From an optimization exercise on the open Yosys and OpenROAD flow, aimed at small area; shortcuts taken in it are not production practice.
RTL that was checked went through simulation tests only; none was proved equivalent to the original.
No functional check of the RTL was part of runs 5, 6 and 8.
In every run shown here, the design's own scripts or RTL, not TritonCTS, make the clock network.
No driver is modelled on the clock port, so clock power and skew are understated where the tree is cut down; a real chip needs a root buffer or a tree.
Power and IR drop assume default switching activity.

[design/flow/config.mk]
export PLATFORM = sky130hd
export DESIGN_NAME = acorn_prng
export DESIGN_NICKNAME = acorn_prng
export VERILOG_FILES = /design/flow/design.v
export SDC_FILE = /design/flow/constraint.sdc
export NUM_CORES = 4
export LEC_CHECK = 0
export CAP_MARGIN = 20
export CORE_MARGIN = 2
export CORE_UTILIZATION = 60
export SLEW_MARGIN = 20
[design/flow/constraint.sdc]
create_clock -name core_clock -period 5.0 [get_ports {clk}]
set_input_delay 1.0000 -clock core_clock [delete_from_list [all_inputs] [get_ports {clk}]]
set_output_delay 1.0000 -clock core_clock [all_outputs]
set_load 0.01 [all_outputs]
[design/flow/design.v]
`default_nettype none
`timescale 1ns/1ps
module acorn_prng (
    input clk,
    input reset,
    input wire load,
    input wire [1:0] select,
    input wire [11:0] gpio_seed,
    input wire [11:0] LA1_seed,
    output reg [11:0] out,
    output [12:0] io_oeb,
    output wire reset_out
);
assign io_oeb = 13'b0;
assign reset_out = reset;
reg [11:0] seed;
reg [3:0]  counter;
reg [11:0] ring [0:13];
reg        c0;              
reg        c15;             
reg        rdb;             
wire step = ~(counter[3] & counter[2] & counter[1]);    
wire [11:0] opa = c0  ? seed : ring[0];
wire [11:0] opb = ({12{c15}} & out) | ({12{rdb}} & ring[1]);
wire [12:0] cy;
wire [11:0] sum;
assign cy[0] = 1'b0;
genvar g;
generate
	for (g = 0; g < 12; g = g + 1) begin : add
		assign sum[g]  = opa[g] ^ opb[g] ^ cy[g];
		assign cy[g+1] = (opa[g] & opb[g]) | (cy[g] & (opa[g] ^ opb[g]));
	end
endgenerate
wire        sh = ~load & step;
wire        hd = load | c15 | (counter == 4'd14);    
wire [11:0] ring_nx [0:13];
genvar r;
generate
	for (r = 0; r < 14; r = r + 1) begin : rg
		wire [11:0] src = (r == 0) ? sum : (r == 13) ? ring[0] : ring[(r + 1) % 14];
		assign ring_nx[r] = ({12{sh}} & src) | ({12{hd}} & ring[r]);
		always @(posedge clk)
			ring[r] <= ring_nx[r];
	end
endgenerate
wire        ld     = load & ~reset;
wire        ld_g   = ld & ~select[1] &  select[0];
wire        ld_l   = ld &  select[1] & ~select[0];
wire        ld_f   = ld &  select[1] &  select[0];
wire        ld_e   = ld & (select[1] ~^ select[0]);
wire        keep_s = ~load & ~reset;
wire [11:0] seed_nx = ({12{ld_g}} & gpio_seed) | ({12{ld_l}} & LA1_seed)
                    | {ld_e, {10{ld_f}}, ld_e} | ({12{keep_s}} & seed);
wire        upd    = ~reset & ~load & c15;
wire        keep_o = ~reset & (load | ~c15);
wire [11:0] out_nx = ({12{upd}} & sum) | ({12{keep_o}} & out);
wire        run      = ~reset & ~load;
wire [3:0]  cnt_nx   = reset ? 4'd0 : run ? counter + 1'b1 : counter;
wire        c15_nx   = reset ? 1'b0 : run ? (counter == 4'd14) : c15;
always @(posedge clk) begin
	seed    <= seed_nx;
	out     <= out_nx;
	counter <= cnt_nx;
	c0      <= reset ? 1'b1 : run ? c15 : c0;
	c15     <= c15_nx;
	rdb     <= reset ? 1'b0 : (run & c15) ? 1'b1 : (run & (counter == 4'd14)) ? 1'b0 : rdb;
end
endmodule
[design/flow/flow/run.sh]
#!/bin/bash
set -euo pipefail
here=$(pwd)
export BUFFER_PORTS_ARGS="-buffer_cell sky130_fd_sc_hd__buf_1"
export CTS_ARGS="-sink_clustering_enable -repair_clock_nets -dont_use_dummy_load -buf_list sky130_fd_sc_hd__clkbuf_8"
export POST_CTS_TCL="$here/flow/post_cts.tcl"
bash standard.sh > standard.log 2>&1
[design/flow/flow/mytree.tcl]
# Manual clock tree: remove any clock buffers on the clock net, cluster the flip-flops into
# NCLUST groups by position (k-means), and drive each group from one buffer placed at its
# centre; the clock port drives the group buffers directly.
proc mytree_build {nclust bufcell {rootcell ""}} {
  set db [ord::get_db]
  set block [ord::get_db_block]
  set clknet [$block findNet clk]
  set master [$db findMaster $bufcell]
  # flip-flop clock pins
  set sinks {}
  foreach inst [$block getInsts] {
    set it [$inst findITerm CLK]
    if {$it ne "NULL" && $it ne ""} { lappend sinks $it }
  }
  # remove existing clock buffers (CTS-made) and their nets
  foreach inst [$block getInsts] {
    set m [[$inst getMaster] getName]
    if {[string match "*clkbuf*" $m] || [string match "clkload*" [$inst getName]]} {
      set a [$inst findITerm A]
      if {$a ne "NULL" && [$a getNet] ne "NULL"} {
        set n [$a getNet]
        if {[$n getSigType] ne "CLOCK" && [$n getName] ne "clk"} { continue }
      }
      set o [$inst findITerm X]
      set on "NULL"
      if {$o ne "NULL"} { set on [$o getNet] }
      odb::dbInst_destroy $inst
      if {$on ne "NULL" && [$on getName] ne "clk"} {
        if {[llength [$on getITerms]] == 0} { odb::dbNet_destroy $on }
      }
    }
  }
  foreach it $sinks {
    set n [$it getNet]
    if {$n ne "NULL"} { $it disconnect }
  }
  foreach n [$block getNets] {
    if {[$n getSigType] eq "CLOCK" && [$n getName] ne "clk" && [llength [$n getITerms]] == 0 && [llength [$n getBTerms]] == 0} {
      odb::dbNet_destroy $n
    }
  }
  # sink positions
  set pts {}
  foreach it $sinks {
    set bb [[$it getInst] getBBox]
    lappend pts [list [expr {([$bb xMin] + [$bb xMax]) / 2.0}] [expr {([$bb yMin] + [$bb yMax]) / 2.0}]]
  }
  set n [llength $pts]
  # k-means, seeded along x
  set sorted [lsort -real -index 0 $pts]
  set cent {}
  for {set k 0} {$k < $nclust} {incr k} {
    lappend cent [lindex $sorted [expr {int(($k + 0.5) * $n / $nclust)}]]
  }
  set cap [expr {int(ceil(double($n) / $nclust * 1.15))}]
  for {set iter 0} {$iter < 50} {incr iter} {
    # balanced assignment: points take the nearest centre that still has room
    set cnt [lrepeat $nclust 0]
    set pairs {}
    for {set i 0} {$i < $n} {incr i} {
      set p [lindex $pts $i]
      for {set k 0} {$k < $nclust} {incr k} {
        set c [lindex $cent $k]
        set d [expr {abs([lindex $p 0] - [lindex $c 0]) + abs([lindex $p 1] - [lindex $c 1])}]
        lappend pairs [list $d $i $k]
      }
    }
    set asg [lrepeat $n -1]
    foreach pr [lsort -real -index 0 $pairs] {
      lassign $pr d i k
      if {[lindex $asg $i] >= 0} continue
      if {[lindex $cnt $k] >= $cap} continue
      lset asg $i $k
      lset cnt $k [expr {[lindex $cnt $k] + 1}]
    }
    set sx [lrepeat $nclust 0.0]; set sy [lrepeat $nclust 0.0]
    for {set i 0} {$i < $n} {incr i} {
      set k [lindex $asg $i]; set p [lindex $pts $i]
      lset sx $k [expr {[lindex $sx $k] + [lindex $p 0]}]
      lset sy $k [expr {[lindex $sy $k] + [lindex $p 1]}]
    }
    set newc {}
    for {set k 0} {$k < $nclust} {incr k} {
      set c [lindex $cnt $k]
      if {$c == 0} { lappend newc [lindex $cent $k] } else {
        lappend newc [list [expr {[lindex $sx $k] / $c}] [expr {[lindex $sy $k] / $c}]]
      }
    }
    set cent $newc
  }
  # buffers
  set drv $clknet
  if {$rootcell ne ""} {
    set r [odb::dbInst_create $block [$db findMaster $rootcell] "clkbuf_root"]
    set rnet [odb::dbNet_create $block "clknet_root"]
    $rnet setSigType CLOCK
    [$r findITerm A] connect $clknet
    [$r findITerm X] connect $rnet
    set sx 0.0; set sy 0.0
    foreach c $cent { set sx [expr {$sx + [lindex $c 0]}]; set sy [expr {$sy + [lindex $c 1]}] }
    $r setLocation [expr {int($sx / $nclust)}] [expr {int($sy / $nclust)}]
    $r setPlacementStatus PLACED
    set drv $rnet
  }
  for {set k 0} {$k < $nclust} {incr k} {
    set b [odb::dbInst_create $block $master "clkbuf_leaf_$k"]
    set net [odb::dbNet_create $block "clknet_leaf_$k"]
    $net setSigType CLOCK
    [$b findITerm A] connect $drv
    [$b findITerm X] connect $net
    set c [lindex $cent $k]
    $b setLocation [expr {int([lindex $c 0])}] [expr {int([lindex $c 1])}]
    $b setPlacementStatus PLACED
    set bufs($k) $net
  }
  for {set i 0} {$i < $n} {incr i} {
    [lindex $sinks $i] connect $bufs([lindex $asg $i])
  }
  puts "mytree: $n sinks in $nclust groups of [join $cnt { }]"
}
[design/flow/flow/post_cts.tcl]
# Runs at the end of the CTS step: replaces the tree clock_tree_synthesis built by a
# one-level tree of buffers, one per group of nearby flip-flops, under one root buffer.
source [file join [file dirname [info script]] mytree.tcl]
mytree_build 11 sky130_fd_sc_hd__clkbuf_8 sky130_fd_sc_hd__clkbuf_8
detailed_placement
check_placement -verbose
estimate_parasitics -placement
report_clock_skew
[design/flow/standard.sh]
#!/bin/bash
# synth_recipe.tcl (not shown) runs the flow's synth.tcl, then flattens the netlist and writes it again
# the make line also repeats each setting of config.mk as NAME=value (left out here)
make -C /OpenROAD-flow-scripts/flow DESIGN_CONFIG=/design/flow/config.mk WORK_HOME=/design/flow/orfs CLKGATE_MAP_FILE= SYNTH_SCRIPT=/design/flow/synth_recipe.tcl "${@:-finish}"
==> results.toml, run 1 <==
[timing]
setup_ws_ns = 0.161
finalCritPeriodShare_pct = 96.8
fin_tns_setup_ns = 0
hold_viol_final = 0
timing.fmax_ghz = 0.207
rsz0062_at_grt = "false"
finalCriticalPeriod_ns = 4.84
skew_ns = 0.0284
worst_slew_pin_slew_ns = 0.995
setup_viol = 0
slew-limit-headroom_pct = 33.5
maxSlewViolCount = 0

[pwr]
p_sw_mw = 0.673
clkPwrFrac_pct = 22.8
p_leak_nw = 2.86
vdd_drop_max_uv = 310
power.density_nw_per_um2 = 393
p_int_mw = 2.18
combPwrFrac_pct = 10.3
switching_share_pct = 23.6
p_seq_share_pct = 66.9

[finish]
syn2layout_area_growth_pct = 3.84
multi_input_area_um2 = 2660
drive_gt1_share_pct = 8.14
layout.cells.non_filler = 733
nNetsFinal = 634
regArea_um2 = 3990
antennaDiodeCount = 0
nFillCells = 942

[synth]
syn_inst = 580
syn_avg_cell_area_um2 = 12.1
synthMostInstantiatedCell = "dfxtp_1"
ys_ff_latch = 199
synth_area_leader_cell = "dfxtp_1"
yosysWarnings = 2
synth_top_cells_by_area = "dfxtp_1 57%, a22o_1 22%, fa_1 2.9%"
ys.flop_type = "dfxtp_1"
yosys-top-cells-count = "199 x dfxtp_1, 178 x a22o_1, 27 x a21oi_1, 22 x nand2_1, 21 x clkbuf_1"
synth_cell_types = 30
yosys.area.top_type_share_pct = 56.9
synth_edf_count = 0
yosysSeqAreaShare_pct = 56.9
postSynth.asyncResetShare_pct = 0
syn-cell-area_um2 = 7000

[drt]
drt-vias-per-instance = 5.85
drt-initial-drc-count = 328
routed_wl_um = 11800
drc = 0
postRouteAntennaNets = 0
dr.pass1.iters = 5
wl_per_cell_um = 16.1
vias = 4287

[worst_setup_path]
critPathLaunch = "c0"
worstReg2RegStart = "c0"
worst_ep_arrival_time_ns = 5.17
cp-end-kind = "flip-flop"
worstPathMaxFanout = 2
worstSetupPathType = "flip-flop to flip-flop"
reg2reg_depth = 15
r2r-end = "ring[0][11]"
ff2ff_setup_slack_ns = 0.16
required_ns = 5.33
worstSetupStartpointType = "flip-flop"

[global_route]
grt_pass1_vias = 4024
grt_max_degree = 95
grt_pass1_wl_um = 19900
track_usage_pct = 18.6
overflow = 0
antenna_found_initial = 0

[min_path]
min_path_type = "flip-flop to flip-flop"
hp-start = "ring[10][0]"
whs_path_depth = 1
holdPathEnd = "ring[9][0]"

[die]
num_rows = 39
chipHeight_um = 112
fp.dieArea_um2 = 12500
core-area_um2 = 11400
die_x_um = 112
start_util_pct = 61.3
ios = 55

[place]
port-buffer-count = 41
gp_congestion = 0.797
pre_cts_ws_ns = 0.0588
hpwl_um = 7260
place_inst = 719

[clocking]
clock_sinks = 199
clkSlewWorstSetupHoldPaths_ns = 0.11
clk_latency_ns = 0.44

[job]
cap_violations = 0

[run_status]
status = "no timing/DRC/antenna violations"
## cell type report
class	instances	area share, %
sequential	199	54.8
multi-input combinational	323	36.5
timing repair buffer	52	3.70
tap	143	2.46
buffer	12	2.27
inverter	4	0.207
## worst max-delay path by stage
stage             endpoint  slack, ns  depth (start not counted)
2_1_floorplan  ring[0][11]       0.15                         16
3_3_place_gp   ring[0][11]       0.09                         15
3_5_place_dp   ring[0][11]       0.06                         15
5_1_grt        ring[0][11]       0.05                         15
6_report       ring[0][11]       0.16                         15
## through the flow
stage / util (%) / hold slack, ns / cell area, um2 / power [mW]
2_1_floorplan: - / 0.442 / 7080 / 2.17
3_3_place_gp: 61.8 / 0.450 / 7060 / 2.22
3_5_place_dp: 61.8 / 0.453 / 7060 / 2.23
5_1_grt: 63.7 / 0.478 / 7270 / 2.99
6_report: 63.7 / 0.460 / 7270 / 2.85
## layout by cell type (no fill, tap or decap), types with 2 or more instances in the layout
| cell type | Yosys | routed |
|---|---|---|
| xor2_1 | 2 | 2 |
| nand2b_1 | 15 | 15 |
| ha_1 | 3 | 2 |
| buf_4 | 14 | 9 |
| inv_1 | 4 | 3 |
| mux2i_1 | 2 | 2 |
| buf_1 | 2 | 41 |
| conb_1 | 1 | 13 |
| nor2_1 | 7 | 7 |
| a21o_1 | 10 | 10 |
| a22o_1 | 178 | 178 |
| dfxtp_1 | 199 | 198 |
| clkbuf_8 | 0 | 12 |
| a21oi_1 | 27 | 27 |
| mux2_2 | 10 | 10 |
| fa_2 | 0 | 9 |
| o211ai_1 | 10 | 10 |
| nand2_1 | 22 | 22 |
| a22oi_1 | 2 | 2 |
| o221ai_1 | 2 | 2 |
| nand4b_1 | 2 | 2 |
| nor2b_1 | 2 | 2 |
## state kept, by name, summed over array words and instances (netlist names)
signal and cells:
c0 1, c15 1, counter 4, out 12
rdb 1, ring 168, seed 12
## logic make-up after synthesis
| group | Yosys count | share of synthesized area, % |
|---|---|---|
| simple gates | 48 | 3.33 |
| mux | 12 | 1.89 |
| fa+ha+maj | 13 | 3.40 |
| compound gates | 233 | 27.4 |
| other cells | 1 | 0.0536 |
| flops | 199 | 56.9 |
| buf+inv | 70 | 6.36 |
| xor+xnor | 4 | 0.697 |
## per-layer routing
layer  share of wire (%)  GRT usage, %  vias to the layer above
met5                   0             0                        -
met4                 2.1          4.31                        0
met3                 4.9          3.32                       20
met2                  41          26.5                       80
met1                  52          29.5                     2039
li1                    -             -                     2148
## critical path, stage by stage, from the launching register on
cell     delay (ns)
dfxtp_2        0.34
mux2_2         0.33
ha_2           0.18
fa_2           0.39
fa_2           0.35
fa_2           0.35
fa_2           0.35
fa_2           0.35
fa_2           0.35
fa_2           0.35
fa_2           0.35
fa_2           0.39
inv_2          0.06
fa_1           0.17
xnor3_1        0.23
a22o_1         0.20
## power groups by stage
stage               clock network, mW  logic (mW)  registers [mW]
floorplan                           0       0.270            1.90
global placement                    0       0.283            1.94
detailed placement                  0       0.291            1.94
global route                    0.728       0.332            1.93
finish                          0.651       0.295            1.91
==> run 2, diff against run 1 <==
--- a/design/flow/config.mk
+++ b/design/flow/config.mk
@@ -7,5 +7,6 @@
 export LEC_CHECK = 0
 export CAP_MARGIN = 20
 export CORE_MARGIN = 2
-export CORE_UTILIZATION = 60
+export CORE_UTILIZATION = 40
+export GPL_TIMING_DRIVEN = 0
 export SLEW_MARGIN = 20
==> run 2 against run 1 <==
Net effect:
- global-route usage fell by 3.2 points
- sequential power barely moved
- sequential share of layout area fell by 2.9 points
- wire length rose by 19%
- critical path type unchanged
- sequential cell count did not move
- synthesized area did not move
- largest power group unchanged
- cell count rose by 19%
- critical endpoint unchanged
- core utilization fell by 19 points
==> results.toml, run 2 <==
[run_status]
status = "no timing/DRC/antenna violations"

[drt]
drc = 0
wl_per_cell_um = 16.2
dr.pass1.iters = 4
drt-initial-drc-count = 145
drt-vias-per-instance = 5.16
postRouteAntennaNets = 0
vias = 4482
routed_wl_um = 14100

[min_path]
min_path_type = "flip-flop to flip-flop"

[synth]
yosys.area.top_type_share_pct = 56.9
yosysWarnings = 2
yosys-top-cells-count = "199 x dfxtp_1, 178 x a22o_1, 27 x a21oi_1, 22 x nand2_1, 21 x clkbuf_1"
ys_ff_latch = 199
synth_top_cells_by_area = "dfxtp_1 57%, a22o_1 22%, fa_1 2.9%"
postSynth.asyncResetShare_pct = 0
synth_edf_count = 0
syn_inst = 580
ys.flop_type = "dfxtp_1"
synthMostInstantiatedCell = "dfxtp_1"
syn_avg_cell_area_um2 = 12.1
syn-cell-area_um2 = 7000
yosysSeqAreaShare_pct = 56.9
synth_area_leader_cell = "dfxtp_1"
synth_cell_types = 30

[worst_setup_path]
worstPathCellList = "mux2_2 > ha_2 > fa_2 > fa_2 > fa_2 > fa_2 > fa_2 > fa_2 > fa_2 > fa_2 > fa_2 > inv_2 > fa_1 > xnor3_1 > a22o_1"
crit_path_frequent_cell = "fa_2"
cp-end-kind = "flip-flop"
worst_ep_arrival_time_ns = 5.29
required_ns = 5.35
crit_path_max_incr_delay_ns = 0.40
cp_slowest_cell = "fa_2"
worstPathMaxFanout = 4
worstSetupStartpointType = "flip-flop"
worstSetupPathType = "flip-flop to flip-flop"

[pwr]
p_seq_share_pct = 65.9
power.density_nw_per_um2 = 379
combPwrFrac_pct = 11.1
vdd_drop_max_uv = 228
clkPwrFrac_pct = 23.0
p_sw_mw = 0.717
p_int_mw = 2.20
p_leak_nw = 3.05
switching_share_pct = 24.6

[die]
fp.dieArea_um2 = 18600
num_rows = 48
die_x_um = 136
ios = 55
core-area_um2 = 17200
chipHeight_um = 136
start_util_pct = 40.7

[place]
hpwl_um = 10200
port-buffer-count = 40
place_area_um2 = 7510
gp_congestion = 0.843
pre_cts_ws_ns = -0.213

[finish]
final_cell_area_um2 = 7690
largest_register = "ring"
syn2layout_area_growth_pct = 9.81
top_regs = "ring x168, out x12, seed x12"
drive_gt1_share_pct = 12.9
layout_common_cells = "196 x dfxtp_1, 178 x a22o_1, 41 x buf_1, 27 x a21oi_1, 22 x nand2_1"
largest_reg_flops = 168
final_common_cell = "dfxtp_1"
fin_util_pct = 44.7
nFillCells = 1635
antennaDiodeCount = 0
nNetsFinal = 688

[global_route]
grt_pass1_wl_um = 23100
overflow = 0
grt_max_degree = 22
antenna_found_initial = 0
grt_pass1_vias = 4510
track_usage_pct = 15.4

[job]
cap_violations = 0

[clocking]
clkSlewWorstSetupHoldPaths_ns = 0.11
clock_sinks = 199
clk_latency_ns = 0.46

[timing]
finalCritPeriodShare_pct = 98.8
timing.fmax_ghz = 0.202
finalCriticalPeriod_ns = 4.94
setup_ws_ns = 0.0589
hold_viol_final = 0
whs_ns = 0.463
maxSlewViolCount = 0
setup_viol = 0
skew_ns = 0.0360
rsz0062_at_grt = "true"
slew-limit-headroom_pct = 65.0
worst_slew_pin_slew_ns = 0.525
## run 2: cell types whose count changed in the layout (fill, tap and decap cells not counted), sizes merged
cell,change
buf,+34
clkbuf,+20
## run 2: logic make-up after synthesis
family	after synthesis	synth area share [%]
mux	12	1.89
buf+inv	70	6.36
simple gates	48	3.33
compound gates	233	27.4
fa+ha+maj	13	3.40
xor+xnor	4	0.697
other cells	1	0.0536
flops	199	56.9
## run 2: area by class of cell
| type | count | area [um2] | area share, % |
|---|---|---|---|
| Sequential cell | 199 | 4000 | 52.0 |
| Timing Repair Buffer | 42 | 165 | 2.15 |
| Multi-Input combinational cell | 323 | 2640 | 34.3 |
| Inverter | 4 | 15.0 | 0.195 |
| Tap cell | 225 | 282 | 3.66 |
| Buffer | 76 | 589 | 7.67 |
## run 2: worst max-delay path, delay by kind of cell, from the launching register on
| family | cells | cell delay [ns] |
|---|---|---|
| AO/OA/AOI/OAI | 1 | 0.21 |
| XOR/XNOR | 1 | 0.26 |
| adder cells (fa/ha/maj) | 11 | 3.59 |
| buffers and inverters | 1 | 0.07 |
| flip-flops | 1 | 0.38 |
| multiplexers | 1 | 0.34 |
## run 2: worst paths after layout
| path | startpoint | endpoint | slack, ns | depth (start not counted) |
|---|---|---|---|---|
| setup / recovery | c0 | ring[0][11] | 0.06 | 15 |
| hold / removal | ring[11][7] | ring[10][7] | 0.46 | 1 |
| setup reg to reg | c0 | ring[0][11] | 0.06 | 15 |
| hold reg to reg | ring[11][7] | ring[10][7] | 0.46 | 1 |
## run 2: power by group through the flow
stage               sequential (mW)  clock [mW]  combinational [mW]
floorplan                      1.90           0               0.270
global placement               1.96           0               0.310
detailed placement             1.96           0               0.321
global route                   1.95       0.742               0.357
finish                         1.92       0.670               0.323
## run 2: through the flow
stage               instances  setup TNS, ns  total power, mW
detailed placement        857         -0.632             2.28
floorplan                 592              0             2.17
global route              869        -0.0387             3.04
finish                    869              0             2.92
global placement          857         -0.469             2.27
## run 2: per-layer routing
layer  part of all wire (%)  GRT usage [%]  up-vias  wire length, um
met4                    1.8           3.41        0              252
met2                     47           26.4       77             6650
met5                      0              0        -                0
met3                    4.1           2.27       17              581
li1                       -              -     2267                -
met1                     47           20.6     2121             6590
==> run 3, diff against run 2 <==
--- a/design/flow/config.mk
+++ b/design/flow/config.mk
@@ -8,5 +8,5 @@
 export CAP_MARGIN = 20
 export CORE_MARGIN = 2
 export CORE_UTILIZATION = 40
-export GPL_TIMING_DRIVEN = 0
+export PLACE_DENSITY = 0.75
 export SLEW_MARGIN = 20
==> run 3 against run 2 <==
Net effect:
- combinational power fell by 8.0%
- fmax rose by 1.0%
- sequential share of layout area rose by 2.3 points
- cell count fell by 6.6%
- design area fell by 4.5%
- wire length fell by 12%
- power fell by 1.7%
- setup slack improved by 0.051 ns
- first-iteration DRC count rose by 92%
- critical path depth did not move
- clock power fell by 2%
- largest cell class unchanged
- largest power group unchanged
==> results.toml, run 3 <==
[pwr]
power.density_nw_per_um2 = 391
p_leak_nw = 2.84
vdd_drop_max_uv = 245

[finish]
antennaDiodeCount = 0
final_common_cell = "dfxtp_1"
drive_gt1_share_pct = 7.67
nNetsFinal = 631
syn2layout_area_growth_pct = 4.86
nFillCells = 1668
top_regs = "ring x168, out x12, seed x12"
layout_common_cells = "198 x dfxtp_1, 178 x a22o_1, 41 x buf_1, 27 x a21oi_1, 22 x nand2_1"
largest_register = "ring"
largest_reg_flops = 168

[clocking]
clkSlewWorstSetupHoldPaths_ns = 0.11
clock_sinks = 199
clk_latency_ns = 0.44

[place]
hpwl_um = 7670
port-buffer-count = 41
gp_congestion = 0.814
pre_cts_ws_ns = -0.00597

[drt]
drt-vias-per-instance = 5.34
routed_wl_um = 12400
drt-initial-drc-count = 278
postRouteAntennaNets = 0
wl_per_cell_um = 15.3
dr.pass1.iters = 5
vias = 4339
drc = 0

[job]
cap_violations = 0

[global_route]
grt_pass1_wl_um = 20500
track_usage_pct = 13.2
grt_max_degree = 138
antenna_found_initial = 0
overflow = 0
grt_pass1_vias = 4139

[synth]
syn-cell-area_um2 = 7000
yosysSeqAreaShare_pct = 56.9
yosys-top-cells-count = "199 x dfxtp_1, 178 x a22o_1, 27 x a21oi_1, 22 x nand2_1, 21 x clkbuf_1"
synth_top_cells_by_area = "dfxtp_1 57%, a22o_1 22%, fa_1 2.9%"
syn_avg_cell_area_um2 = 12.1
synthMostInstantiatedCell = "dfxtp_1"
ys.flop_type = "dfxtp_1"
yosysWarnings = 2
ys_ff_latch = 199
syn_inst = 580
postSynth.asyncResetShare_pct = 0
yosys.area.top_type_share_pct = 56.9
synth_cell_types = 30
synth_edf_count = 0
synth_area_leader_cell = "dfxtp_1"

[worst_setup_path]
crit_path_frequent_cell = "fa_2"
worst_ep_arrival_time_ns = 5.20
reg2reg_depth = 15
worstReg2RegStart = "c0"
cp-end-kind = "flip-flop"
cp_slowest_cell = "fa_2"
r2r-end = "ring[0][11]"
worstPathCellList = "mux2_4 > ha_4 > fa_2 > fa_2 > fa_2 > fa_2 > fa_2 > fa_2 > fa_2 > fa_2 > fa_2 > inv_2 > fa_2 > xnor3_1 > a22o_1"
required_ns = 5.31
ff2ff_setup_slack_ns = 0.11
worstSetupPathType = "flip-flop to flip-flop"
worstSetupStartpointType = "flip-flop"
crit_path_max_incr_delay_ns = 0.40
worstPathMaxFanout = 3

[timing]
rsz0062_at_grt = "false"
maxSlewViolCount = 0
timing.fmax_ghz = 0.204
skew_ns = 0.0372
setup_ws_ns = 0.109
worst_slew_pin_slew_ns = 0.976
finalCritPeriodShare_pct = 97.8
finalCriticalPeriod_ns = 4.89
hold_viol_final = 0
setup_viol = 0
slew-limit-headroom_pct = 34.8
whs_ns = 0.464

[die]
start_util_pct = 40.7
chipHeight_um = 136
ios = 55
num_rows = 48
fp.dieArea_um2 = 18600
core-area_um2 = 17200
die_x_um = 136

[run_status]
status = "no timing/DRC/antenna violations"

[min_path]
whs_path_depth = 1
holdPathEnd = "ring[9][3]"
hp-start = "ring[10][3]"
min_path_type = "flip-flop to flip-flop"
[run 3: cell counts after synthesis]
Identical to the previous run, type by type.
[run 3: where the power goes]
group | switching (mW) | leakage, nW | internal (mW)
clock network | 0.442 | 0.0863 | 0.217
logic | 0.122 | 1.13 | 0.175
registers | 0.122 | 1.63 | 1.79
total | 0.687 | 2.84 | 2.18
[run 3: worst max path at each step]
stage          start           to  slack [ns]  cells after the start
3_5_place_dp      c0  ring[0][11]      -0.006                     15
2_1_floorplan    c15  ring[0][11]        0.15                     16
6_report          c0  ring[0][11]        0.11                     15
5_1_grt           c0  ring[0][11]        0.01                     15
3_3_place_gp      c0  ring[0][11]        0.08                     15
[run 3: cells by family (layout without fill, tap and decap cells)]
kind of cell | Yosys count | after routing | share of synthesized area (%)
fa+ha+maj | 13 | 13 | 3.40
buf+inv | 70 | 65 | 6.36
simple gates | 48 | 48 | 3.33
other cells | 1 | 13 | 0.0536
compound gates | 233 | 233 | 27.4
flops | 199 | 199 | 56.9
xor+xnor | 4 | 4 | 0.697
mux | 12 | 12 | 1.89
[run 3: metal layers]
layer	part of all wire, %	global-route usage [%]	vias up
met2	43	19.5	67
met4	1.4	2.60	0
met1	50	19.7	2121
li1	-	-	2136
met5	0	0	-
met3	5.3	2.91	15
[run 3: final cells by class]
cell class / count / area, um2 / share of cell area [%]
Tap cell: 225 / 282 / 3.84
Buffer: 12 / 165 / 2.25
Sequential cell: 199 / 3990 / 54.3
Multi-Input combinational cell: 323 / 2670 / 36.3
Inverter: 4 / 15.0 / 0.205
Timing Repair Buffer: 49 / 226 / 3.09
[run 3: stage by stage]
step | total power [mW] | instances | cell area (um2) | utilization [%] | TNS, ns
after detailed placement | 2.24 | 800 | 7150 | 41.6 | -0.00597
final | 2.87 | 812 | 7340 | 42.7 | 0
after global routing | 3.00 | 812 | 7340 | 42.7 | 0
after global placement | 2.22 | 800 | 7150 | 41.6 | 0
after floorplan | 2.17 | 592 | 7080 | - | 0
[run 3: worst max-delay path: cells and delay by family, from the launching register on]
kind / cells / cell delay, ns
AOI/OAI and AO/OA: 1 / 0.21
xor gates and xnor gates: 1 / 0.24
adders and majority gates: 11 / 3.59
buffers and inverters: 1 / 0.07
DFF: 1 / 0.36
muxes: 1 / 0.31
==> run 4, diff against run 3 <==
--- a/design/flow/config.mk
+++ b/design/flow/config.mk
@@ -8,5 +8,4 @@
 export CAP_MARGIN = 20
 export CORE_MARGIN = 2
 export CORE_UTILIZATION = 40
-export PLACE_DENSITY = 0.75
 export SLEW_MARGIN = 20
==> run 4 against run 3 <==
Net effect:
- via count increased by 0.92%
- largest power group unchanged
- synthesized area unchanged
- die area unchanged
- register-to-register slack about the same
- cell count increased by 0.25%
==> results.toml, run 4 <==
[run_status]
status = "no timing/DRC/antenna violations"

[worst_setup_path]
reg2reg_depth = 15
required_ns = 5.33
worst_ep_arrival_time_ns = 5.22
worstPathMaxFanout = 2
r2r-end = "ring[0][11]"
cp-end-kind = "flip-flop"
worstSetupStartpointType = "flip-flop"
worstReg2RegStart = "c0"
ff2ff_setup_slack_ns = 0.11
worstSetupPathType = "flip-flop to flip-flop"

[finish]
final_common_cell = "dfxtp_1"
nFillCells = 1658
nNetsFinal = 633
antennaDiodeCount = 0
top_regs = "ring x168, out x12, seed x12"
syn2layout_area_growth_pct = 4.84
largest_reg_flops = 168
final_cell_area_um2 = 7340
drive_gt1_share_pct = 7.81
layout_common_cells = "198 x dfxtp_1, 178 x a22o_1, 41 x buf_1, 27 x a21oi_1, 22 x nand2_1"
fin_util_pct = 42.7
largest_register = "ring"

[timing]
worst_slew_pin_slew_ns = 1.04
finalCriticalPeriod_ns = 4.89
maxSlewViolCount = 0
slew-limit-headroom_pct = 30.8
finalCritPeriodShare_pct = 97.8
setup_viol = 0
rsz0062_at_grt = "true"
timing.fmax_ghz = 0.204
whs_ns = 0.478
skew_ns = 0.0130
hold_viol_final = 0

[die]
start_util_pct = 40.7
core-area_um2 = 17200
num_rows = 48
ios = 55
chipHeight_um = 136
fp.dieArea_um2 = 18600
die_x_um = 136

[drt]
route.met2.wl_um = 5420
maxUsedRoutingLayer = "met4"
dr.pass1.iters = 4
postRouteAntennaNets = 0
drt-vias-per-instance = 5.38
routed_wl_um = 12600
routedLengthMet1_um = 6460
wl_per_cell_um = 15.5
met3_length_um = 563
vias = 4379
drt-initial-drc-count = 305
drc = 0

[synth]
ys.flop_type = "dfxtp_1"
synth_edf_count = 0
yosysWarnings = 2
synth_area_leader_cell = "dfxtp_1"
syn-cell-area_um2 = 7000
syn_inst = 580
yosys-top-cells-count = "199 x dfxtp_1, 178 x a22o_1, 27 x a21oi_1, 22 x nand2_1, 21 x clkbuf_1"
postSynth.asyncResetShare_pct = 0
synth_top_cells_by_area = "dfxtp_1 57%, a22o_1 22%, fa_1 2.9%"
yosysSeqAreaShare_pct = 56.9
synthMostInstantiatedCell = "dfxtp_1"
ys_ff_latch = 199
syn_avg_cell_area_um2 = 12.1
yosys.area.top_type_share_pct = 56.9
synth_cell_types = 30

[global_route]
antenna_found_initial = 0
overflow = 0
grt_max_degree = 127
grt_pass1_vias = 4097
track_usage_pct = 13.5
grt_pass1_wl_um = 20700

[clocking]
clock_sinks = 199
clkSlewWorstSetupHoldPaths_ns = 0.11
clk_latency_ns = 0.43

[place]
place_area_um2 = 7160
hpwl_um = 7610
gp_congestion = 0.815
port-buffer-count = 41

[pwr]
power_mw = 2.86
p_leak_nw = 2.85
vdd_drop_max_uv = 197
power.density_nw_per_um2 = 390

[job]
cap_violations = 0

[min_path]
whs_path_depth = 1
hp-start = "ring[9][6]"
holdPathEnd = "ring[8][6]"
min_path_type = "flip-flop to flip-flop"
## run 4: cell types whose count changed in the layout (fill, tap and decap cells not counted), sizes merged
cell	change
buf	+2
## run 4: final cells by class
cell class	count	area [um2]	share of cell area (%)
sequential	199	3990	54.3
multi-input combinational	323	2650	36.1
tap	225	282	3.84
timing repair buffer	51	241	3.29
buffer	12	165	2.25
inverter	4	15.0	0.205
## run 4: cells by family (layout without fill, tap and decap cells)
| group | count (synthesis) | in the layout | synth area share, % |
|---|---|---|---|
| xor+xnor | 4 | 4 | 0.697 |
| fa+ha+maj | 13 | 13 | 3.40 |
| buf+inv | 70 | 67 | 6.36 |
| flops | 199 | 199 | 56.9 |
| other cells | 1 | 13 | 0.0536 |
| compound gates | 233 | 233 | 27.4 |
| mux | 12 | 12 | 1.89 |
| simple gates | 48 | 48 | 3.33 |
## run 4: how the worst max path moves through the flow
stage	startpoint	end	cells past startpoint
global route	c0	ring[0][11]	15
finish	c0	ring[0][11]	15
floorplan	c15	ring[0][11]	16
global placement	c0	ring[0][11]	15
detailed placement	c0	ring[0][11]	15
## run 4: through the flow
stage	std cells	worst slack (ns)	TNS, ns
detailed placement	801	0.00818	0
global route	814	-0.00226	-0.00226
finish	814	0.109	0
global placement	801	0.0786	0
floorplan	592	0.147	0
## run 4: worst max-delay path, cell delays in order (launching register included)
cell	delay, ns
dfxtp_2	0.35
mux2_2	0.34
ha_2	0.18
fa_2	0.39
fa_2	0.35
fa_2	0.35
fa_2	0.34
fa_2	0.35
fa_2	0.35
fa_2	0.35
fa_2	0.35
fa_2	0.39
inv_2	0.06
fa_1	0.18
xnor3_1	0.24
a22o_1	0.20
## run 4: metal layers
metal / GRT usage [%] / up-vias
met2: 20.0 / 75
met5: 0 / -
met4: 3.18 / 0
li1: - / 2146
met3: 2.76 / 16
met1: 20.0 / 2142
## run 4: power by group
group          switching, mW  total (mW)  internal, mW
Combinational          0.121       0.296         0.175
Sequential             0.120        1.91          1.79
Clock                  0.442       0.659         0.217
==> run 5, diff against run 4 <==
--- a/design/flow/design.v
+++ b/design/flow/design.v
@@ -16,9 +16,9 @@
 reg [11:0] seed;
 reg [3:0]  counter;
 reg [11:0] ring [0:13];
-reg        c0;              
 reg        c15;             
 reg        rdb;             
+wire c0   = (counter == 4'd0);
 wire step = ~(counter[3] & counter[2] & counter[1]);    
 wire [11:0] opa = c0  ? seed : ring[0];
 wire [11:0] opb = ({12{c15}} & out) | ({12{rdb}} & ring[1]);
@@ -62,7 +62,6 @@
 	seed    <= seed_nx;
 	out     <= out_nx;
 	counter <= cnt_nx;
-	c0      <= reset ? 1'b1 : run ? c15 : c0;
 	c15     <= c15_nx;
 	rdb     <= reset ? 1'b0 : (run & c15) ? 1'b1 : (run & (counter == 4'd14)) ? 1'b0 : rdb;
 end
==> run 5 against run 4 <==
Net effect:
- now fails the layout checks on setup timing
- sequential power up 2%
- cell count up 2.9%
- synthesized cell count increased by 3.6%
- first-iteration DRC count shrank 16%
==> results.toml, run 5 <==
[synth]
synth_area_leader_cell = "dfxtp_1"
yosysSeqAreaShare_pct = 56.4
ys_ff_latch = 198
synth_cell_types = 33
yosys-top-cells-count = "198 x dfxtp_1, 176 x a22o_1, 36 x nand2_1, 23 x a21oi_1, 21 x o21ai_0"
syn_inst = 601
syn-cell-area_um2 = 7020
syn_avg_cell_area_um2 = 11.7
synth_edf_count = 0
yosysWarnings = 2
ys.flop_type = "dfxtp_1"
postSynth.asyncResetShare_pct = 0
synth_top_cells_by_area = "dfxtp_1 56%, a22o_1 22%, fa_1 2.9%"
synthMostInstantiatedCell = "dfxtp_1"
yosys.area.top_type_share_pct = 56.4

[global_route]
grt_max_degree = 92
overflow = 0
grt_pass1_wl_um = 21400
antenna_found_initial = 0
grt_pass1_vias = 4199
track_usage_pct = 13.9

[die]
ios = 55
num_rows = 48
die_x_um = 137
chipHeight_um = 137
fp.dieArea_um2 = 18600
core-area_um2 = 17200
start_util_pct = 40.7

[timing]
setup_viol = 4
slew-limit-headroom_pct = 42.5
timing.fmax_ghz = 0.190
rsz0062_at_grt = "true"
worst_slew_pin_slew_ns = 0.862
whs_ns = 0.466
maxSlewViolCount = 0
hold_viol_final = 0
finalCritPeriodShare_pct = 105
finalCriticalPeriod_ns = 5.25
setup_ws_ns = -0.251
skew_ns = 0.0353

[drt]
drt-initial-drc-count = 256
vias = 4502
drc = 0
drt-vias-per-instance = 5.37
routed_wl_um = 12900
wl_per_cell_um = 15.4
dr.pass1.iters = 5
postRouteAntennaNets = 0

[job]
cap_violations = 0

[finish]
nNetsFinal = 658
layout_common_cells = "196 x dfxtp_1, 176 x a22o_1, 41 x buf_1, 36 x nand2_1, 23 x a21oi_1"
largest_register = "ring"
largest_reg_flops = 168
final_common_cell = "dfxtp_1"
antennaDiodeCount = 0
syn2layout_area_growth_pct = 5.56
drive_gt1_share_pct = 9.62
nFillCells = 1630
top_regs = "ring x168, out x12, seed x12"

[worst_setup_path]
required_ns = 5.33
worstSetupPathType = "flip-flop to flip-flop"
worst_ep_arrival_time_ns = 5.58
worstPathMaxFanout = 3
worstSetupStartpointType = "flip-flop"
cp-end-kind = "flip-flop"

[min_path]
min_path_type = "flip-flop to flip-flop"

[clocking]
clock_sinks = 198
clkSlewWorstSetupHoldPaths_ns = 0.12
clk_latency_ns = 0.45

[place]
pre_cts_ws_ns = -0.247
gp_congestion = 0.755
hpwl_um = 8000
port-buffer-count = 41

[pwr]
p_int_mw = 2.23
p_seq_share_pct = 65.9
combPwrFrac_pct = 11.8
p_leak_nw = 2.86
power.density_nw_per_um2 = 399
vdd_drop_max_uv = 233
clkPwrFrac_pct = 22.3
switching_share_pct = 24.5
p_sw_mw = 0.723

[run_status]
status = "failed layout checks"
violations = "setup timing"
[run 5: path summary, 6_finish.rpt]
check | cells past startpoint | startpoint | end | slack, ns
worst min-delay path | 1 | ring[8][4] | ring[7][4] | 0.47
worst min register to register | 1 | ring[8][4] | ring[7][4] | 0.47
worst max-delay path | 19 | counter[0] | out[11] | -0.25
worst max register to register | 19 | counter[0] | out[11] | -0.25
[run 5: cells by family (layout without fill, tap and decap cells)]
logic type | Yosys count | after routing | share of synthesized area (%)
AOI/OAI and AO/OA | 230 | 230 | 26.2
DFF | 198 | 198 | 56.4
buffers and inverters | 71 | 71 | 6.65
and+or+nand+nor | 67 | 67 | 4.08
adders and majority gates | 14 | 14 | 3.56
muxes | 14 | 14 | 2.17
xor gates and xnor gates | 6 | 6 | 0.855
other | 1 | 13 | 0.0534
[run 5: cell type report]
type	count	area (um2)	area share [%]
multi-input cells	344	2710	36.6
inverters	4	15.0	0.203
repair buffers	55	272	3.66
plain buffers	12	165	2.23
flip-flops and latches	198	3970	53.5
well taps	225	282	3.80
[run 5: per-stage QoR]
stage / std cells / power, mW / utilization [%] / setup TNS, ns / cell area, um2
after floorplan: 613 / 2.25 / - / -0.268 / 7120
after global placement: 826 / 2.31 / 42.0 / -0.404 / 7240
after global routing: 838 / 3.11 / 43.0 / -1.36 / 7410
final: 838 / 2.95 / 43.0 / -0.762 / 7410
after detailed placement: 826 / 2.33 / 42.0 / -0.702 / 7240
[run 5: power by group through the flow]
stage	clock network [mW]	registers [mW]	logic (mW)
detailed placement	0	1.98	0.348
global route	0.746	1.98	0.390
finish	0.659	1.95	0.349
floorplan	0	1.93	0.314
global placement	0	1.98	0.337
[run 5: routing by layer]
layer  global-route usage, %  wire length [um]  vias up
li1                        -                 -     2211
met4                    4.34               347        0
met2                    20.5              5430       92
met3                    2.70               692       23
met5                       0                 0        -
met1                    20.3              6400     2176
[run 5: worst max-delay path, stage by stage (launching register included)]
cell	delay (ns)
dfxtp_2	0.33
inv_2	0.05
ha_1	0.14
nor3b_4	0.25
mux2_4	0.35
ha_4	0.17
fa_2	0.34
fa_2	0.35
fa_2	0.36
fa_2	0.35
fa_2	0.35
fa_2	0.35
fa_2	0.36
fa_2	0.35
fa_2	0.34
inv_2	0.06
fa_2	0.20
xnor2_2	0.15
xnor2_1	0.13
a211oi_1	0.20
==> run 6, diff against run 5 <==
--- a/design/flow/design.v
+++ b/design/flow/design.v
@@ -16,11 +16,12 @@
 reg [11:0] seed;
 reg [3:0]  counter;
 reg [11:0] ring [0:13];
+reg        c0;              
 reg        c15;             
 reg        rdb;             
-wire c0   = (counter == 4'd0);
 wire step = ~(counter[3] & counter[2] & counter[1]);    
-wire [11:0] opa = c0  ? seed : ring[0];
+wire        nc0 = ~c0;
+wire [11:0] opa;
 wire [11:0] opb = ({12{c15}} & out) | ({12{rdb}} & ring[1]);
 wire [12:0] cy;
 wire [11:0] sum;
@@ -50,11 +51,19 @@
 wire        ld_f   = ld &  select[1] &  select[0];
 wire        ld_e   = ld & (select[1] ~^ select[0]);
 wire        keep_s = ~load & ~reset;
-wire [11:0] seed_nx = ({12{ld_g}} & gpio_seed) | ({12{ld_l}} & LA1_seed)
-                    | {ld_e, {10{ld_f}}, ld_e} | ({12{keep_s}} & seed);
+wire [11:0] seed_nx;
+wire [11:0] ld_c = {ld_e, {10{ld_f}}, ld_e};
 wire        upd    = ~reset & ~load & c15;
 wire        keep_o = ~reset & (load | ~c15);
-wire [11:0] out_nx = ({12{upd}} & sum) | ({12{keep_o}} & out);
+wire [11:0] out_nx;
+generate
+	for (g = 0; g < 12; g = g + 1) begin : hb
+		acorn_seed_bit sb (.ld_g(ld_g), .ld_l(ld_l), .ld_c(ld_c[g]), .keep(keep_s),
+		                   .g(gpio_seed[g]), .l(LA1_seed[g]), .q(seed[g]), .d(seed_nx[g]));
+		acorn_hold_bit ob (.upd(upd), .keep(keep_o), .s(sum[g]), .q(out[g]), .d(out_nx[g]));
+		acorn_hold_bit ab (.upd(c0), .keep(nc0), .s(seed[g]), .q(ring[0][g]), .d(opa[g]));
+	end
+endgenerate
 wire        run      = ~reset & ~load;
 wire [3:0]  cnt_nx   = reset ? 4'd0 : run ? counter + 1'b1 : counter;
 wire        c15_nx   = reset ? 1'b0 : run ? (counter == 4'd14) : c15;
@@ -62,7 +71,21 @@
 	seed    <= seed_nx;
 	out     <= out_nx;
 	counter <= cnt_nx;
+	c0      <= reset ? 1'b1 : run ? c15 : c0;
 	c15     <= c15_nx;
 	rdb     <= reset ? 1'b0 : (run & c15) ? 1'b1 : (run & (counter == 4'd14)) ? 1'b0 : rdb;
 end
 endmodule
+module acorn_seed_bit (
+    input wire ld_g, input wire ld_l, input wire ld_c, input wire keep,
+    input wire g, input wire l, input wire q,
+    output wire d
+);
+assign d = (ld_g & g) | (ld_l & l) | ld_c | (keep & q);
+endmodule
+module acorn_hold_bit (
+    input wire upd, input wire keep, input wire s, input wire q,
+    output wire d
+);
+assign d = (upd & s) | (keep & q);
+endmodule
--- a/design/flow/config.mk
+++ b/design/flow/config.mk
@@ -9,3 +9,4 @@
 export CORE_MARGIN = 2
 export CORE_UTILIZATION = 40
 export SLEW_MARGIN = 20
+export SYNTH_HIERARCHICAL = 1
==> run 6 against run 5 <==
Net effect:
- largest power group unchanged
- die area decreased by 2.1%
- the layout still fails its checks (setup timing)
- via count decreased by 3.5%
- critical path depth unchanged
- clock power about the same
- sequential cell count increased by 1
- critical endpoint unchanged
- setup slack improved by 0.20 ns
- synthesized cell count decreased by 4.5%
- worst hold slack got worse by 0.0050 ns
- largest cell class unchanged
- cell count decreased by 2.5%
- critical path type unchanged
- clock skew decreased by 0.013 ns
- sequential share of layout area increased by 1.1 points
- first-iteration DRC count increased by 29%
==> results.toml, run 6 <==
[run_status]
status = "failed layout checks"
violations = "setup timing"

[global_route]
grt_max_degree = 91
antenna_found_initial = 0
grt_pass1_vias = 4189
track_usage_pct = 13.7
grt_pass1_wl_um = 20900
overflow = 0

[timing]
skew_ns = 0.0220
slew-limit-headroom_pct = 33.2
worst_slew_pin_slew_ns = 0.999
timing.fmax_ghz = 0.198
hold_viol_final = 0
setup_viol = 2
whs_ns = 0.461
finalCriticalPeriod_ns = 5.05
maxSlewViolCount = 0
setup_ws_ns = -0.0505
rsz0062_at_grt = "true"
finalCritPeriodShare_pct = 101

[pwr]
power.density_nw_per_um2 = 399
p_leak_nw = 2.90
power_mw = 2.91
vdd_drop_max_uv = 245

[finish]
largest_register = "ring"
nNetsFinal = 641
drive_gt1_share_pct = 7.87
fin_util_pct = 43.7
top_regs = "ring x168, out x12, seed x12"
syn2layout_area_growth_pct = 6.19
largest_reg_flops = 168
nFillCells = 1612
antennaDiodeCount = 0
layout_common_cells = "198 x dfxtp_1, 185 x a22o_1, 41 x buf_1, 24 x nand2_1, 22 x a22oi_1"
final_common_cell = "dfxtp_1"

[worst_setup_path]
cp_slowest_cell = "dfxtp_4"
cp-end-kind = "flip-flop"
crit_path_frequent_cell = "fa_2"
crit_path_max_incr_delay_ns = 0.38
worstPathMaxFanout = 4
required_ns = 5.32
reg2reg_depth = 19
worstSetupPathType = "flip-flop to flip-flop"
worstPathCellList = "clkinv_4 > a22o_1 > ha_2 > inv_2 > fa_2 > fa_2 > fa_2 > fa_2 > fa_2 > fa_2 > fa_2 > fa_2 > inv_2 > fa_2 > inv_2 > fa_2 > xnor2_2 > xnor2_1 > a22o_1"
worst_ep_arrival_time_ns = 5.37
worstSetupStartpointType = "flip-flop"

[synth]
synth_edf_count = 0
yosysWarnings = 9
syn-cell-area_um2 = 6870
postSynth.asyncResetShare_pct = 0
synth_top_cells_by_area = "dfxtp_1 58%, a22o_1 24%, fa_1 2.9%"
syn_avg_cell_area_um2 = 12.0
yosys-top-cells-count = "199 x dfxtp_1, 185 x a22o_1, 24 x inv_1, 24 x nand2_1, 22 x a22oi_1"
yosysSeqAreaShare_pct = 58.0
ys.flop_type = "dfxtp_1"
synth_area_leader_cell = "dfxtp_1"
ys_ff_latch = 199
synthMostInstantiatedCell = "dfxtp_1"
synth_cell_types = 25
yosys.area.top_type_share_pct = 58.0
syn_inst = 574

[drt]
routed_wl_um = 12500
wl_per_cell_um = 15.3
drc = 0
drt-initial-drc-count = 330
postRouteAntennaNets = 0
dr.pass1.iters = 4
drt-vias-per-instance = 5.32
vias = 4344

[place]
port-buffer-count = 41
hpwl_um = 8060
gp_congestion = 0.843

[die]
ios = 55
core-area_um2 = 16700
chipHeight_um = 135
num_rows = 47
fp.dieArea_um2 = 18200
start_util_pct = 41.1
die_x_um = 135

[min_path]
min_path_type = "flip-flop to flip-flop"
whs_path_depth = 1

[clocking]
clock_sinks = 199
clkSlewWorstSetupHoldPaths_ns = 0.11
clk_latency_ns = 0.44

[job]
cap_violations = 0
run 6: cell types whose count changed after synthesis, moves of 3 or more:
cell      change
mux2i_1       -4
nand2_1      -12
nor2_1       -11
nor3_1        -3
o21ai_0      -11
clkbuf_1      -4
inv_1        +21
mux2_2       -10
buf_2         -5
a21oi_1       -7
a22o_1        +9
a22oi_1      +18
run 6: metrics by stage:
stage | instances | setup TNS (ns) | worst slack (ns) | area (um2)
2_1_floorplan | 586 | 0 | 0.0318 | 6940
6_report | 817 | -0.0991 | -0.0505 | 7300
5_1_grt | 817 | -0.563 | -0.237 | 7300
3_5_place_dp | 804 | -0.270 | -0.141 | 7100
3_3_place_gp | 804 | -0.0867 | -0.0476 | 7100
run 6: critical path, delay by kind of cell, from the launching register on:
family | cells | cell delay [ns]
DFF | 1 | 0.38
xor gates and xnor gates | 2 | 0.30
adders and majority gates | 11 | 3.72
buffers and inverters | 4 | 0.21
AOI/OAI and AO/OA | 2 | 0.34
run 6: final timing paths:
path	from	end	slack, ns
worst min-delay path	ring[4][11]	ring[3][11]	0.46
worst max register to register	c0	out[11]	-0.05
worst max-delay path	c0	out[11]	-0.05
worst min register to register	ring[4][11]	ring[3][11]	0.46
run 6: power by group:
part | leakage, nW | internal, mW | switching, mW
clock | 0.0863 | 0.217 | 0.439
combinational | 1.18 | 0.186 | 0.131
sequential | 1.63 | 1.81 | 0.132
run 6: per-layer routing:
metal | GRT usage, % | wire length, um
met5 | 0 | 0
met4 | 3.13 | 203
met3 | 2.25 | 511
met2 | 21.5 | 5490
met1 | 19.8 | 6340
run 6: final cells by class:
type                    instances  area (um2)  area share (%)
flip-flops and latches        199        3990            54.6
inverters                      24        95.1            1.30
repair buffers                 54         264            3.62
plain buffers                  12         165            2.26
well taps                     220         275            3.77
multi-input cells             308        2510            34.4
run 6: logic make-up after synthesis:
group / count (synthesis) / share of synthesized area (%)
AOI/OAI and AO/OA: 236 / 28.2
DFF: 199 / 58.0
other: 1 / 0.0546
adders and majority gates: 13 / 3.46
buffers and inverters: 79 / 6.97
and+or+nand+nor: 41 / 2.66
xor gates and xnor gates: 5 / 0.637
run 6: per-module statistics from Yosys (local to each module, per instance):
module | copies in the design | cells inside | flip-flops and latches | cell area [um2]
acorn_seed_bit | 12 | 3 | 0 | 16.3
acorn_hold_bit | 24 | 1 | 0 | 8.76
acorn_prng | 1 | 514 | 199 | 6470
==> run 7, diff against run 6 <==
--- a/design/flow/design.v
+++ b/design/flow/design.v
@@ -20,8 +20,7 @@
 reg        c15;             
 reg        rdb;             
 wire step = ~(counter[3] & counter[2] & counter[1]);    
-wire        nc0 = ~c0;
-wire [11:0] opa;
+wire [11:0] opa = c0  ? seed : ring[0];
 wire [11:0] opb = ({12{c15}} & out) | ({12{rdb}} & ring[1]);
 wire [12:0] cy;
 wire [11:0] sum;
@@ -61,7 +60,6 @@
 		acorn_seed_bit sb (.ld_g(ld_g), .ld_l(ld_l), .ld_c(ld_c[g]), .keep(keep_s),
 		                   .g(gpio_seed[g]), .l(LA1_seed[g]), .q(seed[g]), .d(seed_nx[g]));
 		acorn_hold_bit ob (.upd(upd), .keep(keep_o), .s(sum[g]), .q(out[g]), .d(out_nx[g]));
-		acorn_hold_bit ab (.upd(c0), .keep(nc0), .s(seed[g]), .q(ring[0][g]), .d(opa[g]));
 	end
 endgenerate
 wire        run      = ~reset & ~load;
==> run 7 against run 6 <==
Net effect:
- now clean on timing, DRC and antenna
- worst hold slack gained 0.0048 ns
- die area decreased by 0.18%
- clock power is essentially flat
- sequential power about the same
- synthesized cell count decreased by 1.6%
- design area fell by 0.63%
- fmax grew 4.6%
- core utilization fell by 0.28 points
- setup slack improved by 0.22 ns
- largest cell class unchanged
- largest power group unchanged
- highest routed layer unchanged
==> results.toml, run 7 <==
[timing]
skew_ns = 0.0235
worst_slew_pin_slew_ns = 1.02
setup_viol = 0
slew-limit-headroom_pct = 31.6
finalCriticalPeriod_ns = 4.83
rsz0062_at_grt = "false"
hold_viol_final = 0
maxSlewViolCount = 0
finalCritPeriodShare_pct = 96.5
setup_ws_ns = 0.173
timing.fmax_ghz = 0.207

[worst_setup_path]
worst_ep_arrival_time_ns = 5.16
worstSetupPathType = "flip-flop to flip-flop"
worstReg2RegStart = "c0"
critPathLaunch = "c0"
worstPathMaxFanout = 2
cp-endpoint = "out[11]"
r2r-end = "out[11]"
required_ns = 5.33
cp-end-kind = "flip-flop"
reg2reg_depth = 17
worstSetupStartpointType = "flip-flop"
ff2ff_setup_slack_ns = 0.17

[drt]
drt-initial-drc-count = 277
dr.pass1.iters = 5
drc = 0
drt-vias-per-instance = 5.26
postRouteAntennaNets = 0
wl_per_cell_um = 15.7
vias = 4232
routed_wl_um = 12600

[die]
start_util_pct = 41.1
fp.dieArea_um2 = 18200
chipHeight_um = 135
die_x_um = 135
num_rows = 47
core-area_um2 = 16700
ios = 55

[place]
pre_cts_ws_ns = -0.0203
gp_congestion = 0.817
port-buffer-count = 41
place_inst = 792
hpwl_um = 8060

[synth]
ys.flop_type = "dfxtp_1"
synth_top_cells_by_area = "dfxtp_1 58%, a22o_1 22%, fa_1 2.9%"
yosysWarnings = 8
syn_avg_cell_area_um2 = 12.1
ys_ff_latch = 199
synthMostInstantiatedCell = "dfxtp_1"
syn_inst = 565
synth_area_leader_cell = "dfxtp_1"
yosys-top-cells-count = "199 x dfxtp_1, 173 x a22o_1, 24 x nand2_1, 22 x a22oi_1"
synth_cell_types = 28
yosys.area.top_type_share_pct = 58.1
postSynth.asyncResetShare_pct = 0
synth_edf_count = 0
syn-cell-area_um2 = 6860
yosysSeqAreaShare_pct = 58.1

[finish]
multi_input_area_um2 = 2510
final_common_cell = "dfxtp_1"
fin_util_pct = 43.4
syn2layout_area_growth_pct = 5.71
nNetsFinal = 628
nFillCells = 1593
drive_gt1_share_pct = 6.85
layout.cells.non_filler = 804
top_regs = "ring x168, out x12, seed x12"
regArea_um2 = 3990
layout_common_cells = "197 x dfxtp_1, 173 x a22o_1, 41 x buf_1, 24 x nand2_1, 22 x a22oi_1"
antennaDiodeCount = 0
largest_reg_flops = 168
largest_register = "ring"

[global_route]
antenna_found_initial = 0
grt_pass1_wl_um = 20600
grt_max_degree = 139
overflow = 0
grt_pass1_vias = 4021
track_usage_pct = 13.7

[pwr]
power.density_nw_per_um2 = 403
vdd_drop_max_uv = 226
p_leak_nw = 2.92

[job]
cap_violations = 0

[clocking]
clk_latency_ns = 0.44
clock_sinks = 199
clkSlewWorstSetupHoldPaths_ns = 0.12

[run_status]
status = "no timing/DRC/antenna violations"

[min_path]
min_path_type = "flip-flop to flip-flop"
==> run 7: cell count changes after synthesis, sizes merged, moves of 2 or more <==
cell | previous run | this run
mux2 | 0 | 2
inv | 24 | 14
mux2i | 0 | 10
a22o | 185 | 173
xnor2 | 3 | 1
==> run 7: per-stage QoR <==
| step | total power, mW | cell area (um2) | hold slack [ns] | TNS [ns] |
|---|---|---|---|---|
| 3_5_place_dp | 2.29 | 7070 | 0.453 | -0.0250 |
| 2_1_floorplan | 2.22 | 6930 | 0.443 | 0 |
| 3_3_place_gp | 2.28 | 7070 | 0.452 | 0 |
| 5_1_grt | 3.07 | 7250 | 0.483 | 0 |
| 6_report | 2.92 | 7250 | 0.466 | 0 |
==> run 7: worst min path at each step <==
stage           startpoint           to  slack, ns  cells after the start
2_1_floorplan  ring[11][0]  ring[10][0]       0.44                      1
3_3_place_gp   ring[12][0]  ring[11][0]       0.45                      1
3_5_place_dp    ring[3][2]   ring[2][2]       0.45                      1
5_1_grt        ring[12][4]  ring[11][4]       0.48                      1
6_report       ring[12][4]  ring[11][4]       0.47                      1
==> run 7: power breakdown <==
part	leakage, nW	switching (mW)	total, mW	internal (mW)
clock network	0.0863	0.441	0.658	0.217
logic	1.21	0.127	0.312	0.185
registers	1.63	0.136	1.95	1.81
total	2.92	0.704	2.92	2.22
==> run 7: layout make-up <==
class	instances	share of cell area [%]
Tap cell	220	3.80
Buffer	12	2.28
Inverter	14	0.725
Multi-Input combinational cell	307	34.7
Sequential cell	199	55.0
Timing Repair Buffer	52	3.54
==> run 7: Yosys stat by module, one instance, submodules excluded <==
module / times used / cell area (um2) / cells
acorn_seed_bit: 12 / 16.3 / 3
acorn_hold_bit: 12 / 8.76 / 1
acorn_prng: 1 / 6560 / 517
==> run 7: critical path, stage by stage (launching register included) <==
cell	delay [ns]
dfxtp_2	0.35
mux2_2	0.22
ha_1	0.13
inv_1	0.05
fa_2	0.34
fa_2	0.35
fa_2	0.34
fa_2	0.35
fa_2	0.39
fa_2	0.34
fa_2	0.36
fa_2	0.39
inv_2	0.06
fa_1	0.16
inv_1	0.06
fa_2	0.38
xnor3_1	0.21
a22o_1	0.22
==> run 7: cells by family (layout without fill, tap and decap cells) <==
kind of cell,count (synthesis),count (layout),share of synthesized area [%]
other,1,13,0.0547
adders and majority gates,13,13,3.47
xor gates and xnor gates,4,4,0.711
and+or+nand+nor,41,41,2.66
buffers and inverters,71,78,6.48
DFF,199,199,58.1
AOI/OAI and AO/OA,224,224,26.8
muxes,12,12,1.79
==> run 7: layer usage <==
metal	up-vias	part of all wire, %	GRT usage [%]
met5	-	0	0
met2	61	42	20.8
met4	0	2.8	4.40
li1	2113	-	-
met3	21	3.9	2.10
met1	2037	51	20.0
==> run 8, diff against run 7 <==
--- a/design/flow/design.v
+++ b/design/flow/design.v
@@ -57,8 +57,10 @@
 wire [11:0] out_nx;
 generate
 	for (g = 0; g < 12; g = g + 1) begin : hb
-		acorn_seed_bit sb (.ld_g(ld_g), .ld_l(ld_l), .ld_c(ld_c[g]), .keep(keep_s),
-		                   .g(gpio_seed[g]), .l(LA1_seed[g]), .q(seed[g]), .d(seed_nx[g]));
+		wire sk;
+		acorn_seed_bit sb (.ld_g(ld_g), .ld_l(ld_l), .keep(keep_s),
+		                   .g(gpio_seed[g]), .l(LA1_seed[g]), .q(seed[g]), .dn(sk));
+		assign seed_nx[g] = ~sk | ld_c[g];
 		acorn_hold_bit ob (.upd(upd), .keep(keep_o), .s(sum[g]), .q(out[g]), .d(out_nx[g]));
 	end
 endgenerate
@@ -75,11 +77,11 @@
 end
 endmodule
 module acorn_seed_bit (
-    input wire ld_g, input wire ld_l, input wire ld_c, input wire keep,
+    input wire ld_g, input wire ld_l, input wire keep,
     input wire g, input wire l, input wire q,
-    output wire d
+    output wire dn
 );
-assign d = (ld_g & g) | (ld_l & l) | ld_c | (keep & q);
+assign dn = ~((ld_g & g) | (ld_l & l) | (keep & q));
 endmodule
 module acorn_hold_bit (
     input wire upd, input wire keep, input wire s, input wire q,
==> run 8 against run 7 <==
Net effect:
- global-route usage fell by 0.17 points
- fmax fell by 0.83%
- largest cell class unchanged
- sequential share of layout area barely moved
- cell count fell by 1.5%
- clock skew fell by 0.0066 ns
- highest routed layer unchanged
- power barely moved
- still clean on timing, DRC and antenna
- sequential power barely moved
==> results.toml, run 8 <==
[pwr]
power_mw = 2.92
p_leak_nw = 2.92
vdd_drop_max_uv = 215
power.density_nw_per_um2 = 403

[timing]
worst_slew_pin_slew_ns = 0.974
setup_ws_ns = 0.133
whs_ns = 0.467
rsz0062_at_grt = "false"
slew-limit-headroom_pct = 34.9
finalCriticalPeriod_ns = 4.87
skew_ns = 0.0169
maxSlewViolCount = 0
hold_viol_final = 0
timing.fmax_ghz = 0.205
setup_viol = 0
finalCritPeriodShare_pct = 97.3

[worst_setup_path]
crit_path_max_incr_delay_ns = 0.52
cp_slowest_cell = "fa_2"
cp.buffers_inverters = 4
required_ns = 5.32
crit_path_frequent_cell = "fa_2"
cp_top_family = "adder cells"
worst_ep_arrival_time_ns = 5.19
worstSetupStartpointType = "flip-flop"
worstPathCellList = "a22o_1 > ha_4 > inv_2 > fa_2 > fa_2 > fa_2 > fa_2 > fa_2 > fa_2 > fa_2 > fa_2 > inv_2 > fa_2 > inv_1 > fa_2 > inv_1 > a22o_1"
cp-end-kind = "flip-flop"
worstSetupPathType = "flip-flop to flip-flop"
worstPathMaxFanout = 3

[synth]
ys.flop_type = "dfxtp_1"
synth_area_leader_cell = "dfxtp_1"
postSynth.asyncResetShare_pct = 0
yosysSeqAreaShare_pct = 58.3
synthMostInstantiatedCell = "dfxtp_1"
syn_avg_cell_area_um2 = 12.3
synth_cell_types = 29
syn_inst = 553
ys_ff_latch = 199
yosys-top-cells-count = "199 x dfxtp_1, 173 x a22o_1, 26 x nand2_1, 16 x buf_2"
yosys.area.top_type_share_pct = 58.3
synth_edf_count = 0
yosysWarnings = 8
syn-cell-area_um2 = 6830
synth_top_cells_by_area = "dfxtp_1 58%, a22o_1 22%, fa_1 2.9%"

[global_route]
track_usage_pct = 13.5
antenna_found_initial = 0
grt_pass1_wl_um = 20500
overflow = 0
grt_pass1_vias = 4002
grt_max_degree = 160

[finish]
largest_reg_flops = 168
multi_input_area_um2 = 2510
largest_register = "ring"
final_cell_area_um2 = 7250
nNetsFinal = 616
layout.cells.non_filler = 792
drive_gt1_share_pct = 7.52
syn2layout_area_growth_pct = 6.19
layout_common_cells = "197 x dfxtp_1, 173 x a22o_1, 41 x buf_1, 26 x nand2_1, 13 x conb_1"
nFillCells = 1562
antennaDiodeCount = 0
regArea_um2 = 3990
final_common_cell = "dfxtp_1"
top_regs = "ring x168, out x12, seed x12"

[clocking]
clk_latency_ns = 0.43
clkSlewWorstSetupHoldPaths_ns = 0.11
clock_sinks = 199

[place]
hpwl_um = 7700
place_area_um2 = 7040
place_inst = 778
pre_cts_ws_ns = -0.0657
port-buffer-count = 41
gp_congestion = 0.804

[drt]
drt-vias-per-instance = 5.28
vias = 4183
drt-initial-drc-count = 288
postRouteAntennaNets = 0
routed_wl_um = 12400
wl_per_cell_um = 15.6
dr.pass1.iters = 4
drc = 0

[die]
fp.dieArea_um2 = 18100
core-area_um2 = 16600
start_util_pct = 41.0
chipHeight_um = 135
ios = 55
die_x_um = 135
num_rows = 47

[job]
cap_violations = 0

[min_path]
min_path_type = "flip-flop to flip-flop"

[run_status]
status = "no timing/DRC/antenna violations"
## run 8: cell count changes in the layout (fill, tap and decap cells not counted), moves of 2 or more
cell | previous run | this run
a21oi_1 | 16 | 3
a222oi_1 | 0 | 12
a22oi_1 | 22 | 10
and3_1 | 2 | 0
buf_4 | 9 | 7
buf_6 | 0 | 2
inv_1 | 13 | 11
nand2_1 | 24 | 26
## run 8: Yosys stat by module, one instance, submodules excluded
module / times used / area [um2]
acorn_hold_bit: 12 / 8.76
acorn_seed_bit: 12 / 10.0
acorn_prng: 1 / 6600
## run 8: final cells by class
type / instances / share of cell area, %
Buffer: 12 / 2.28
Inverter: 13 / 0.673
Multi-Input combinational cell: 296 / 34.6
Sequential cell: 199 / 55.0
Tap cell: 220 / 3.80
Timing Repair Buffer: 52 / 3.71
## run 8: where the power goes
part,switching [mW],internal [mW]
clock network,0.438,0.217
logic,0.128,0.189
registers,0.136,1.81
total,0.702,2.22
## run 8: worst paths after layout
kind	startpoint	end	slack, ns	cells after the start
hold reg to reg	ring[11][7]	ring[10][7]	0.47	1
setup / recovery	c15	out[10]	0.13	17
setup reg to reg	c15	out[10]	0.13	17
hold / removal	ring[11][7]	ring[10][7]	0.47	1
## run 8: metal layers
layer,part of all wire [%],global-route usage [%]
met1,51,20.2
met2,44,20.9
met3,3.6,1.61
met4,1.5,3.27
met5,0,0
## run 8: cell families after synthesis
| logic type | after synthesis | synth area share, % |
|---|---|---|
| AOI/OAI and AO/OA | 210 | 26.3 |
| DFF | 199 | 58.3 |
| buffers and inverters | 70 | 6.45 |
| and+or+nand+nor | 43 | 2.75 |
| adders and majority gates | 13 | 3.48 |
| muxes | 12 | 1.80 |
| xor gates and xnor gates | 5 | 0.843 |
| other | 1 | 0.0549 |
## run 8: per-stage QoR
step | setup TNS, ns | utilization [%]
finish | 0 | 43.6
global route | 0 | 43.6
detailed placement | -0.131 | 42.3
global placement | 0 | 42.3
floorplan | 0 | -

[re-timing with driven ports]
The flow's constraints put no driver on any port. The routed layouts listed below were extracted and timed again, unchanged, in two steps. Step 1 (the two cells are an assumption about what drives the block):
set clk [get_ports {clk}]
set_driving_cell -lib_cell sky130_fd_sc_hd__clkbuf_16 $clk
set_driving_cell -lib_cell sky130_fd_sc_hd__buf_2 [delete_from_list [all_inputs] $clk]
Step 2, shift: input delay + t, output delay - t, t = (earliest + latest rising clock arrival at the registers) / 2. This alone moves slack from input paths to output paths. Three values: no drivers, after step 1, after step 2; two values: the first two.
run | t (ns) | setup slack, ns | worst setup path at the end | worst register clock-pin slew, ns
run 1 | 0.459 | 0.161 / 0.161 / 0.161 | register to register | 0.12 / 0.12
run 2 | 0.481 | 0.059 / 0.059 / 0.059 | register to register | 0.12 / 0.12
run 3 | 0.461 | 0.109 / 0.109 / 0.109 | register to register | 0.12 / 0.12
run 4 | 0.467 | 0.109 / 0.109 / 0.109 | register to register | 0.11 / 0.11
run 5 | 0.471 | -0.251 / -0.251 / -0.251 | register to register | 0.12 / 0.12
run 6 | 0.463 | -0.050 / -0.050 / -0.050 | register to register | 0.12 / 0.12
run 7 | 0.471 | 0.173 / 0.173 / 0.173 | register to register | 0.12 / 0.12
run 8 | 0.465 | 0.133 / 0.133 / 0.133 | register to register | 0.11 / 0.11
